Context: an optimization exercise on an open-source flow, tuned for small area, a short achievable clock period and few clock cycles. The choices shown serve that exercise and are no tape-out recipe.
Only simulation tests tie the RTL to the original design; equivalence was not proved.

==> 07-05: inputs <==
Design conv_mac, start of the top module:
module conv_mac (
    input         clk,
    input         rst,           
    input         in_valid,
    input  [31:0] OperandA,      
    input  [31:0] OperandB,      
    input  [7:0]  kernel_size,
    output        out_valid,
    output [31:0] result
);
export LEC_CHECK = 0
export ABC_AREA = 1
export CAP_MARGIN = 60
export CORE_MARGIN = 2
export CORE_UTILIZATION = 65
export SLEW_MARGIN = 60
create_clock -name core_clock -period 44.0 [get_ports {clk}]
standard.sh (not shown) runs the stock make flow with config.mk's settings and CLKGATE_MAP_FILE= SYNTH_SCRIPT=/design/flow/synth_recipe.tcl, a recipe that flattens the netlist after the stock synthesis.
==> flow/flow/run.sh <==
#!/bin/bash
# The standard layout (standard.sh) with four changes:
#  - after the standard synthesis, flow/fa_polarity.py re-chooses the
#    polarity of each full-adder cell to drop inverters between adders, and
#    flow/port_iso.py moves the internal loads of flip-flops that drive
#    output ports behind an inverter pair (combinational only; registers and
#    their names are untouched);
#  - the port buffers are sky130_fd_sc_hd__buf_2 cells;
#  - timing repair aims at 34.3 ns of setup slack at the design's period.
set -euo pipefail
export BUFFER_PORTS_ARGS="-buffer_cell sky130_fd_sc_hd__buf_2"
export SETUP_SLACK_MARGIN=34.3
bash standard.sh synth > synth.log 2>&1
R=orfs/results/sky130hd/conv_mac/base
cp $R/1_2_yosys.v 1_2_yosys_standard.v
python3 flow/fa_polarity.py 1_2_yosys_standard.v 1_2_yosys_fapol.v > fa_polarity.log 2>&1
python3 flow/port_iso.py 1_2_yosys_fapol.v $R/1_2_yosys.v > port_iso.log 2>&1
rm -f $R/1_synth.odb
bash standard.sh > standard.log 2>&1
==> flow/flow/port_iso.py <==
#!/usr/bin/env python3
"""Give output-port nets driven by a flip-flop a driver of their own.

Where a flip-flop's output is both an output port and an input of internal
logic, the internal loads move behind a pair of inverters, so the flip-flop
drives little more than the port's buffer.  The logic function is unchanged.
Usage: port_iso.py IN.v OUT.v"""
import re, sys, collections

src = open(sys.argv[1]).read()
outs = set()
for decl in re.findall(r'(?m)^\s*output\s+(\[\s*(\d+)\s*:\s*(\d+)\s*\])?\s*(\w+)\s*;', src):
    _, hi, lo, name = decl
    if hi:
        for i in range(min(int(hi), int(lo)), max(int(hi), int(lo)) + 1):
            outs.add(f'{name}[{i}]')
    else:
        outs.add(name)

cell_re = re.compile(r'(?ms)^(\s*)(sky130_fd_sc_hd__\w+)(\s+\S+\s*)\((.*?)\);\s*$')
pin_re = re.compile(r'\.(\w+)\(\s*(.*?)\s*\)')
cells = []
for m in cell_re.finditer(src):
    cells.append((m, m.group(2), pin_re.findall(m.group(4))))
flop_q = set()
for m, typ, pins in cells:
    if re.match(r'sky130_fd_sc_hd__(e?df|sdf)', typ):
        for p, n in pins:
            if p == 'Q' and n in outs:
                flop_q.add(n)
# internal loads of those nets
load_cnt = collections.Counter()
for m, typ, pins in cells:
    for p, n in pins:
        if n in flop_q and p not in ('Q',):
            load_cnt[n] += 1
targets = sorted(n for n in flop_q if load_cnt[n] > 0)
newname = {n: f'_portiso_{i}_' for i, n in enumerate(targets)}

def fix(m):
    typ = m.group(2)
    body = m.group(4)
    def rep(pm):
        p, n = pm.group(1), pm.group(2)
        if n in newname and p != 'Q':
            return f'.{p}({newname[n]})'
        return pm.group(0)
    return f'{m.group(1)}{typ}{m.group(3)}({pin_re.sub(rep, body)});'
body = cell_re.sub(fix, src)
add = []
for i, n in enumerate(targets):
    a = f'_portiso_{i}_n'
    add.append(f'  wire {a};\n  wire {newname[n]};\n'
               f'  sky130_fd_sc_hd__inv_1 _portiso_i{i}a_ (.A({n}), .Y({a}));\n'
               f'  sky130_fd_sc_hd__inv_2 _portiso_i{i}b_ (.A({a}), .Y({newname[n]}));\n')
k = body.rindex('endmodule')
body = body[:k] + ''.join(add) + body[k:]
open(sys.argv[2], 'w').write(body)
print(f'port_iso: {len(targets)} port nets isolated', file=sys.stderr)
Other scripts of this flow, unchanged in this note and not shown: flow/flow/fa_polarity.py
==> 01-24: changes against 07-05 <==
==> flow/flow/run.sh (replaced) <==
#!/bin/bash
# The standard layout (standard.sh) with three changes:
#  - after the standard synthesis, flow/fa_polarity.py re-chooses the
#    polarity of each full-adder cell to drop inverters between adders
#    (combinational only; registers and their names are untouched);
#  - the port buffers are sky130_fd_sc_hd__buf_2 cells;
#  - timing repair aims at 34 ns of setup slack at the design's period.
set -euo pipefail
export BUFFER_PORTS_ARGS="-buffer_cell sky130_fd_sc_hd__buf_2"
export SETUP_SLACK_MARGIN=34
bash standard.sh synth > synth.log 2>&1
R=orfs/results/sky130hd/conv_mac/base
cp $R/1_2_yosys.v 1_2_yosys_standard.v
python3 flow/fa_polarity.py 1_2_yosys_standard.v $R/1_2_yosys.v > fa_polarity.log 2>&1
rm -f $R/1_synth.odb
bash standard.sh > standard.log 2>&1
removed: flow/flow/port_iso.py
==> impl_metrics.py <==
metrics = {
    "sta": {
        "whs_ns": 0.377,
        "timing.final.ws_setup_ns": 34.08,
    },
    "worst_setup_path": {
        "rr_worst_depth": 43,
        "r2r_start": "b_in[7]$_DFF_P_",
        "cp_max_fo": 2,
    },
    "outcome": {
        "status": "finished clean",
    },
    "yosys": {
        "synthCells": 3456,
    },
    "place": {
        "dp.cells": 3937,
    },
    "global_route": {
        "grt_pass1_wl_microns": 142000,
        "grt_max_degree": 50,
    },
    "routing": {
        "vias": 26500,
    },
    "die": {
        "die_area_sq_um": 41200,
    },
    "final_layout": {
        "seqCellArea_sq_um": 3360,
        "multi_input_area_share_pct": 71.1,
    },
}
[end of results for 07-05]
==> impl_metrics.py <==
metrics = {
    "worst_setup_path": {
        "r2r_start": "b_in[9]$_DFF_P_",
        "cp_max_fo": 4,
        "rr_worst_depth": 44,
    },
    "final_layout": {
        "multi_input_area_share_pct": 73.0,
        "seqCellArea_sq_um": 3350,
    },
    "global_route": {
        "grt_pass1_wl_microns": 134000,
        "grt_max_degree": 89,
    },
    "outcome": {
        "status": "finished clean",
    },
    "place": {
        "dp.cells": 3863,
    },
    "yosys": {
        "synthCells": 3392,
    },
    "sta": {
        "whs_ns": 0.362,
        "timing.final.ws_setup_ns": 33.99,
    },
    "routing": {
        "vias": 25500,
    },
}
[end of results for 01-24]
Testbench counts of 07-05, summed over its fixed seeds: cycles 56,460.
Testbench counts of 01-24, summed over its fixed seeds: cycles 56,460.

==> separate check: timing with driven ports <==
No port has a modelled driver above. Below, the same layouts with a new extraction and two added sets of constraints. Step 1 sets driving cells, clkbuf_16 on the clock port and buf_2 on the other inputs (assumed; they add their load-dependent delay and slew). Step 2 moves the port delays by t, midway between the first and last clock arrival at a register: inputs arrive t later, outputs are due t later. That takes back most of the time a late clock gives input paths. a / b / c = no drivers / after step 1 / after step 2; a / b = the first two.
| run | t, ns | setup WS [ns] | worst hold slack (ns) | latest minus earliest clock arrival (ns) | worst register clock-pin slew, ns |
|---|---|---|---|---|---|
| 07-05 | 0.554 | 34.079 / 34.022 / 33.669 | 0.377 / 0.377 / 0.377 | 0.021 / 0.020 | 0.08 / 0.08 |
| 01-24 | 0.527 | 33.992 / 33.936 / 33.625 | 0.362 / 0.362 / 0.362 | 0.020 / 0.020 | 0.08 / 0.08 |
After both steps every run listed still meets setup and hold. For 07-05, which loses most, drivers alone change the setup slack by -0.057 ns; drivers and shift together by -0.410 ns.
